What follows belongs to an exercise in optimizing a design on an open flow for small area; a production flow would make more cautious choices.
The RTL was checked by simulation tests, not by an equivalence proof against the original design.
No activity file was given, so power comes from the tool's default toggle rates.

quartz:
## usb_top_level
module usb_top_level(
    input logic clk,
    input logic n_rst,
    input logic hsel,
    input logic [3:0] haddr,
    input logic [1:0] htrans,
    input logic  [1:0] hsize,
    input logic hwrite,
    input logic [31:0] hwdata,
    output logic [31:0] hrdata,
    output logic hresp,
    output logic hready,
    output logic d_mode,
    input logic d_plus_in,
    input logic d_minus_in,
    output logic d_plus_out,
    output logic d_minus_out,
    output logic [6:0] buffer_occupancy,
    output logic get_rx_data,
    output logic [3:0] tx_packet,
    output logic tx_transfer_active
);
logic [3:0] rx_packet;
logic rx_data_ready;
logic rx_transfer_active;
logic rx_error;
logic store_rx_packet_data;
logic [7:0] rx_packet_data;
logic flush;
logic [7:0] rx_data;
logic store_tx_data;
logic [7:0] tx_data;
logic clear;
logic tx_error;
logic get_tx_packet_data;
logic [7:0] tx_packet_data;
  ...
==> flow/config.mk <==
export PLATFORM = sky130hd
export DESIGN_NAME = usb_top_level
export DESIGN_NICKNAME = usb_top_level
export VERILOG_FILES = /design/flow/design.v
export SDC_FILE = /design/flow/constraint.sdc
export NUM_CORES = 4
export LEC_CHECK = 0
export CAP_MARGIN = 20
export CORE_MARGIN = 2
export CORE_UTILIZATION = 45
export SLEW_MARGIN = 20
==> flow/constraint.sdc <==
create_clock -name core_clock -period 10.0 [get_ports {clk}]
set_input_delay 2.0000 -clock core_clock [delete_from_list [all_inputs] [get_ports {clk}]]
set_output_delay 2.0000 -clock core_clock [all_outputs]
set_load 0.01 [all_outputs]
standard.sh (not shown) runs the stock make flow with config.mk's settings and CLKGATE_MAP_FILE= SYNTH_SCRIPT=/design/flow/synth_recipe.tcl, a recipe that flattens the netlist after the stock synthesis.
==> flow/flow/run.sh <==
#!/bin/bash
# Layout flow: the standard synthesis, then an area-oriented re-mapping of
# the combinational logic (registers untouched), then the standard ORFS flow
# with single-drive-strength port buffers and a clock tree built from larger
# sink clusters without dummy loads.
set -euo pipefail
W=$PWD
F=$W/flow
RES=$W/orfs/results/sky130hd/usb_top_level/base
LIB=$FLOW_HOME/platforms/sky130hd/lib/sky130_fd_sc_hd__tt_025C_1v80.lib
YOSYS=$(command -v yosys || echo $FLOW_HOME/../tools/install/yosys/bin/yosys)

bash standard.sh synth > $W/synth.log 2>&1
cp $RES/1_2_yosys.v $W/std_synth.v

# Second synthesis of the same design with the buffer's read multiplexer
# (buffer_rd, no registers) replaced by a hand-placed cell netlist. It is used
# only if it keeps exactly the standard synthesis's registers.
NET=$W/std_synth.v
if python3 $F/gen_rd.py > $W/rd_gates.v 2> $W/gen_rd.log &&
   python3 $F/swap_rd.py $W/design.v $W/rd_gates.v $W/design_rd.v > $W/swap_rd.log 2>&1; then
  sed "s#$W/design.v#$W/design_rd.v#" $W/config.mk > $W/config_rd.mk
  sed -e "s#DESIGN_CONFIG=$W/config.mk#DESIGN_CONFIG=$W/config_rd.mk#" -e "s#WORK_HOME=$W/orfs #WORK_HOME=$W/orfs_rd #" standard.sh > $W/standard_rd.sh
  if bash $W/standard_rd.sh synth > $W/synth_rd.log 2>&1; then
    RD=$W/orfs_rd/results/sky130hd/usb_top_level/base/1_2_yosys.v
    python3 $F/regs.py $W/std_synth.v > $W/regs_std.txt
    python3 $F/regs.py $RD > $W/regs_rd.txt
    if cmp -s $W/regs_std.txt $W/regs_rd.txt && [ -s $W/regs_std.txt ]; then
      cp $RD $W/rd_synth.v
      NET=$W/rd_synth.v
    fi
  fi
fi
echo "remap input: $NET" > $W/remap_input.log

DU=""
for c in $(awk '/^export DONT_USE_CELLS/{f=1} f{print} f&&!/\\$/{f=0}' $FLOW_HOME/platforms/sky130hd/config.mk | grep -o 'sky130_fd_sc_hd__[a-z0-9_]*'); do
  DU="$DU -dont_use $c"
done
remap() {
  local K=$1
  sed "s/-S 0/-S $K/" $F/remap.abc > $W/remap_$K.abc
  cat > $W/remap_$K.ys <<EOF
read_liberty -ignore_miss_func $LIB
read_verilog -lib $F/keep_stubs.v
read_verilog $NET
hierarchy -top usb_top_level
chtype -map sky130_fd_sc_hd__inv_1 KEEP_inv_1 -map sky130_fd_sc_hd__nand2_1 KEEP_nand2_1 -map sky130_fd_sc_hd__nand3_1 KEEP_nand3_1 -map sky130_fd_sc_hd__nand4_1 KEEP_nand4_1 -map sky130_fd_sc_hd__nor2_1 KEEP_nor2_1 -map sky130_fd_sc_hd__nor3_1 KEEP_nor3_1 -map sky130_fd_sc_hd__a222oi_1 KEEP_a222oi_1 usb_top_level/c:BUFFER.RD.rdg_*
setattr -mod -set keep_hierarchy 1 sky130_fd_sc_hd__df* sky130_fd_sc_hd__edf*
flatten
opt_clean
setundef -zero
abc -liberty $LIB $DU -script $W/remap_$K.abc usb_top_level
opt_clean -purge
hilomap -singleton -hicell sky130_fd_sc_hd__conb_1 HI -locell sky130_fd_sc_hd__conb_1 LO
insbuf -buf sky130_fd_sc_hd__buf_4 A X
splitnets
opt_clean -purge
chtype -map KEEP_inv_1 sky130_fd_sc_hd__inv_1 -map KEEP_nand2_1 sky130_fd_sc_hd__nand2_1 -map KEEP_nand3_1 sky130_fd_sc_hd__nand3_1 -map KEEP_nand4_1 sky130_fd_sc_hd__nand4_1 -map KEEP_nor2_1 sky130_fd_sc_hd__nor2_1 -map KEEP_nor3_1 sky130_fd_sc_hd__nor3_1 -map KEEP_a222oi_1 sky130_fd_sc_hd__a222oi_1 usb_top_level
select usb_top_level
write_verilog -noattr -noexpr -nohex -nodec -selected $W/remap_$K.v
EOF
  $YOSYS -l $W/remap_$K.log -q $W/remap_$K.ys > /dev/null 2>&1
}
# three seeds of the area search in parallel; keep the smallest netlist
for K in 1 2 3; do remap $K & done
wait
best=""; barea=""
for K in 1 2 3; do
  a=$(python3 $F/cellarea.py $LIB $W/remap_$K.v || echo none)
  echo "seed $K area ${a:-none}" >> $W/remap_pick.log
  if [ "$a" != none ] && [ -s $W/remap_$K.v ] && { [ -z "$barea" ] || python3 -c "import sys; sys.exit(0 if $a < $barea else 1)"; }; then
    best=$K; barea=$a
  fi
done
echo "picked seed $best" >> $W/remap_pick.log
if [ -n "$best" ]; then cp $W/remap_$best.v $W/remap.v; else cp $NET $W/remap.v; fi
cp $W/remap.v $RES/1_2_yosys.v
rm -f $RES/1_synth.odb $RES/1_synth.sdc

export BUFFER_PORTS_ARGS="-buffer_cell sky130_fd_sc_hd__buf_1"
export CTS_ARGS="-sink_clustering_enable -repair_clock_nets -dont_use_dummy_load -buf_list sky130_fd_sc_hd__clkbuf_4 -sink_clustering_size 10 -sink_clustering_max_diameter 40"
bash standard.sh > $W/layout.log 2>&1
Other scripts of this flow, unchanged in this note and not shown: flow/flow/cellarea.py, flow/flow/gen_rd.py, flow/flow/keep_stubs.v, flow/flow/regs.py, flow/flow/remap.abc, flow/flow/swap_rd.py
Changes in ember relative to quartz:
-- flow/design.v --
<<< quartz, line 75
always_ff @(posedge clk, negedge n_rst) begin
    if (!n_rst) begin
        s2 <= 3'd0; c2 <= 4'd0; byte_received <= 1'b0;
    end else begin
        case (s2)
>>> ember, line 75
always_ff @(posedge clk, negedge n_rst) begin
    if (!n_rst) begin
        s2 <= 3'd0;
    end else begin
        case (s2)
<<< quartz, line 84
            default: s2 <= 3'd3;
        endcase
        if (s2 == 3'd1 || s2 == 3'd4) begin
            c2 <= 4'd0; byte_received <= 1'b0;
        end else if (s2 == 3'd3 && shift_enable) begin
            if (c2 == 4'd8)      begin c2 <= 4'd1; byte_received <= 1'b0; end
            else if (c2 == 4'd7) begin c2 <= 4'd8; byte_received <= 1'b1; end
            else                 begin c2 <= c2 + 4'd1; byte_received <= 1'b0; end
        end
    end
end
>>> ember, line 84
            default: s2 <= 3'd3;
        endcase
    end
end
always_ff @(posedge clk) begin
    if (s2 == 3'd1 || s2 == 3'd4) begin
        c2 <= 4'd0; byte_received <= 1'b0;
    end else if (s2 == 3'd3 && shift_enable) begin
        if (c2 == 4'd8)      begin c2 <= 4'd1; byte_received <= 1'b0; end
        else if (c2 == 4'd7) begin c2 <= 4'd8; byte_received <= 1'b1; end
        else                 begin c2 <= c2 + 4'd1; byte_received <= 1'b0; end
    end
end
<<< quartz, line 162
reg rdy;
assign rx_data_ready = rdy;
always_ff @(posedge clk, negedge n_rst) begin
    if (!n_rst) begin
        state <= IDLE;
        n2 <= 2'd0;
        n64 <= 7'd0;
        rdy <= 1'b0;
        rx_packet <= 4'd0;
    end else begin
        state <= nxt;
        if (flush) n2 <= 2'd0;
        else if (load_buf && !n2[1]) n2 <= n2 + 2'd1;
        if (flush) n64 <= 7'd0;
        else if (w_enable && !n64[6]) n64 <= n64 + 7'd1;
        if (!rdy) begin
            if (w_enable) rdy <= 1'b1;
>>> ember, line 164
reg rdy;
assign rx_data_ready = rdy;
always_ff @(posedge clk) begin
    if (flush) n2 <= 2'd0;
    else if (load_buf && !n2[1]) n2 <= n2 + 2'd1;
    if (flush) n64 <= 7'd0;
    else if (w_enable && !n64[6]) n64 <= n64 + 7'd1;
end
always_ff @(posedge clk, negedge n_rst) begin
    if (!n_rst) begin
        state <= IDLE;
        rdy <= 1'b0;
        rx_packet <= 4'd0;
    end else begin
        state <= nxt;
        if (!rdy) begin
            if (w_enable) rdy <= 1'b1;
<<< quartz, line 313
      state <= IDLE;
      ts <= 3'd0;
      cbit <= 4'd0;
      strobe <= 1'b0;
      cbyte <= 4'd0;
      byte_transmitted <= 1'b0;
      d_encoded <= 1'b1;
    end else begin
>>> ember, line 315
      state <= IDLE;
      ts <= 3'd0;
      d_encoded <= 1'b1;
    end else begin
<<< quartz, line 326
        default: ts <= 3'd1;
      endcase
      cbit <= cbit_n;
      strobe <= ~timer_clear & (cbit_n == 4'd8);
      cbyte <= cbyte_n;
      byte_transmitted <= ~(timer_clear | tclr) & (cbyte_n == {1'b1, 2'b00, ct9});
      if (tx_transfer_active && cbit == 4'd4 && !sr[0])
        d_encoded <= ~d_encoded;
    end
  end
  always_ff @(posedge clk) begin
>>> ember, line 324
        default: ts <= 3'd1;
      endcase
      if (tx_transfer_active && cbit == 4'd4 && !sr[0])
        d_encoded <= ~d_encoded;
    end
  end
  always_ff @(posedge clk) begin
    cbit <= cbit_n;
    strobe <= ~timer_clear & (cbit_n == 4'd8);
    cbyte <= cbyte_n;
    byte_transmitted <= ~(timer_clear | tclr) & (cbyte_n == {1'b1, 2'b00, ct9});
  end
  always_ff @(posedge clk) begin
Findings:
Every run (ember and quartz) finished clean. When the final numbers for ember and quartz were put side by side, the aggregate global-route resource usage turned out to be greater in quartz. quartz → ember: register-to-register slack moved down, worst hold slack went down by 0.012 ns. ember against quartz; worst ir drop on vdd is down by a little under 10%. ember vs. quartz: transition at the pin with the smallest max-transition slack went up by 0.088 ns. Diff ember..quartz | final design area excluding fillers | negligible. Sum of internal, switching and leakage power (higher): ember. In the tables for ember and quartz, total vias in the final route reads lower with ember. Between quartz and ember, the cell count does not differ in any meaningful way. Comparing ember with quartz, the clock tree cell share of total cell area came out essentially unchanged.

========
run a:
Starting RTL as in the previous note.
Settings: LEC_CHECK=0, CAP_MARGIN=20, CORE_MARGIN=2, CORE_UTILIZATION=45, SLEW_MARGIN=20; clock period 10.0 ns.
==> flow/flow/run.sh <==
#!/bin/bash
# Layout flow: the standard synthesis, then an area-oriented re-mapping of
# the combinational logic (registers untouched), then the standard ORFS flow
# with single-drive-strength port buffers and a clock tree built from larger
# sink clusters without dummy loads.
set -euo pipefail
W=$PWD
F=$W/flow
RES=$W/orfs/results/sky130hd/usb_top_level/base
LIB=$FLOW_HOME/platforms/sky130hd/lib/sky130_fd_sc_hd__tt_025C_1v80.lib
YOSYS=$(command -v yosys || echo $FLOW_HOME/../tools/install/yosys/bin/yosys)

bash standard.sh synth > $W/synth.log 2>&1
cp $RES/1_2_yosys.v $W/std_synth.v

# Second synthesis of the same design with the buffer's read multiplexer
# (buffer_rd, no registers) replaced by a hand-placed cell netlist. It is used
# only if it keeps exactly the standard synthesis's registers.
NET=$W/std_synth.v
if python3 $F/gen_rd.py > $W/rd_gates.v 2> $W/gen_rd.log &&
   python3 $F/swap_rd.py $W/design.v $W/rd_gates.v $W/design_rd.v > $W/swap_rd.log 2>&1; then
  sed "s#$W/design.v#$W/design_rd.v#" $W/config.mk > $W/config_rd.mk
  sed -e "s#DESIGN_CONFIG=$W/config.mk#DESIGN_CONFIG=$W/config_rd.mk#" -e "s#WORK_HOME=$W/orfs #WORK_HOME=$W/orfs_rd #" standard.sh > $W/standard_rd.sh
  if bash $W/standard_rd.sh synth > $W/synth_rd.log 2>&1; then
    RD=$W/orfs_rd/results/sky130hd/usb_top_level/base/1_2_yosys.v
    python3 $F/regs.py $W/std_synth.v > $W/regs_std.txt
    python3 $F/regs.py $RD > $W/regs_rd.txt
    if cmp -s $W/regs_std.txt $W/regs_rd.txt && [ -s $W/regs_std.txt ]; then
      cp $RD $W/rd_synth.v
      NET=$W/rd_synth.v
    fi
  fi
fi
echo "remap input: $NET" > $W/remap_input.log

DU=""
for c in $(awk '/^export DONT_USE_CELLS/{f=1} f{print} f&&!/\\$/{f=0}' $FLOW_HOME/platforms/sky130hd/config.mk | grep -o 'sky130_fd_sc_hd__[a-z0-9_]*'); do
  DU="$DU -dont_use $c"
done
cat > $W/remap.ys <<EOF
read_liberty -ignore_miss_func $LIB
read_verilog -lib $F/keep_stubs.v
read_verilog $NET
hierarchy -top usb_top_level
chtype -map sky130_fd_sc_hd__inv_1 KEEP_inv_1 -map sky130_fd_sc_hd__nand2_1 KEEP_nand2_1 -map sky130_fd_sc_hd__nand3_1 KEEP_nand3_1 -map sky130_fd_sc_hd__nand4_1 KEEP_nand4_1 -map sky130_fd_sc_hd__nor2_1 KEEP_nor2_1 -map sky130_fd_sc_hd__nor3_1 KEEP_nor3_1 -map sky130_fd_sc_hd__a222oi_1 KEEP_a222oi_1 usb_top_level/c:BUFFER.RD.rdg_*
setattr -mod -set keep_hierarchy 1 sky130_fd_sc_hd__df* sky130_fd_sc_hd__edf*
flatten
opt_clean
setundef -zero
abc -liberty $LIB $DU -script $F/remap.abc usb_top_level
opt_clean -purge
hilomap -singleton -hicell sky130_fd_sc_hd__conb_1 HI -locell sky130_fd_sc_hd__conb_1 LO
insbuf -buf sky130_fd_sc_hd__buf_4 A X
splitnets
opt_clean -purge
chtype -map KEEP_inv_1 sky130_fd_sc_hd__inv_1 -map KEEP_nand2_1 sky130_fd_sc_hd__nand2_1 -map KEEP_nand3_1 sky130_fd_sc_hd__nand3_1 -map KEEP_nand4_1 sky130_fd_sc_hd__nand4_1 -map KEEP_nor2_1 sky130_fd_sc_hd__nor2_1 -map KEEP_nor3_1 sky130_fd_sc_hd__nor3_1 -map KEEP_a222oi_1 sky130_fd_sc_hd__a222oi_1 usb_top_level
select usb_top_level
write_verilog -noattr -noexpr -nohex -nodec -selected $W/remap.v
EOF
$YOSYS -l $W/remap.log -q $W/remap.ys > /dev/null 2>&1
cp $W/remap.v $RES/1_2_yosys.v
rm -f $RES/1_synth.odb $RES/1_synth.sdc

export BUFFER_PORTS_ARGS="-buffer_cell sky130_fd_sc_hd__buf_1"
export CTS_ARGS="-sink_clustering_enable -repair_clock_nets -dont_use_dummy_load -buf_list sky130_fd_sc_hd__clkbuf_4 -sink_clustering_size 10 -sink_clustering_max_diameter 40"
bash standard.sh > $W/layout.log 2>&1
Other scripts of this flow, unchanged in this note and not shown: flow/flow/gen_rd.py, flow/flow/keep_stubs.v, flow/flow/regs.py, flow/flow/remap.abc, flow/flow/swap_rd.py
For run b, these inputs were changed with respect to run a:
--- a/flow/design.v
+++ b/flow/design.v
@@ -188,28 +188,21 @@
                 8'b01011010: rx_packet <= 4'b1010;
                 8'b00011110: rx_packet <= 4'b1110;
                 default: ;
             endcase
         end
     end
 end
-reg pend;
-always_ff @(posedge clk, negedge n_rst) begin
-    if (!n_rst)
-        pend <= 1'b0;
-    else
-        pend <= load_buf;
-end
 always_ff @(posedge clk) begin
-    if (pend) begin
+    if (load_buf) begin
         new_2_byte <= p_out;
         old_2_byte <= new_2_byte;
+        rcv_data   <= old_2_byte;
     end
 end
-assign rcv_data = old_2_byte;
 endmodule
 module usb_transmitter (
   input  logic clk,
   input  logic n_rst,
   input  logic [6:0] buffer_occupancy,
   input  logic [3:0] tx_packet,
   input  logic [7:0] tx_packet_data,
--- outcome ---
Any difference in sequential share of cell area between run b and run a is small enough to ignore. Summary of the comparison: combinational cell power is higher in run b, relative to run a. In the flow results for run b and run a, the number of non-clock inverters in the layout is smaller on run b. Worst clock skew ended up 66 ps lower on run b than on run a. Run b ended up with a lower relative contribution of sequential cells to total power than run a did. Run b ends up with a combinational cell fraction of total power that is 1.2 points higher than in run a. Measured against each other, run b and run a differ in placer congestion estimate, the lower figure coming from run b. Re vertical die dimension: run b and run a aren't equal, and the higher value belongs to run b. [run b] setup slack fell 260 ps relative to run a. Diff run b and run a: maximum vdd drop lower in run a. Delta (run b minus run a): first-pass detailed-route iteration total went down by 4, final critical-path required period +260 ps, fraction of power spent switching nets increased by 0.74 points relative to the old numbers.

-- port drivers added, routing unchanged --
In the flow no input, the clock included, has a driving cell. The finished layouts below were timed again as built, in two steps.
Step 1, drivers: a clkbuf_16 drives clk and a buf_2 each remaining input, both assumed.
Step 2 also shifts input and output timing later by t, the mid clock arrival at the registers, as if the neighbouring blocks saw the same clock.
Three values: ideal, step 1, step 2; two values: the first two.
run | t, ns | setup slack, ns | latest minus earliest clock arrival (ns) | pins driven straight from the clock port
quartz | 0.894 | 3.837 / 3.774 / 4.162 | 0.193 / 0.192 | 1
ember | 0.891 | 4.061 / 4.005 / 3.981 | 0.144 / 0.144 | 1
run a | 0.931 | 4.259 / 4.201 / 4.457 | 0.215 / 0.216 | 1
run b | 0.925 | 4.000 / 3.943 / 4.283 | 0.123 / 0.123 | 1
After both steps setup and hold are still met in every run listed. For ember, which loses most, drivers alone change the setup slack by -0.056 ns; drivers and shift together by -0.080 ns.
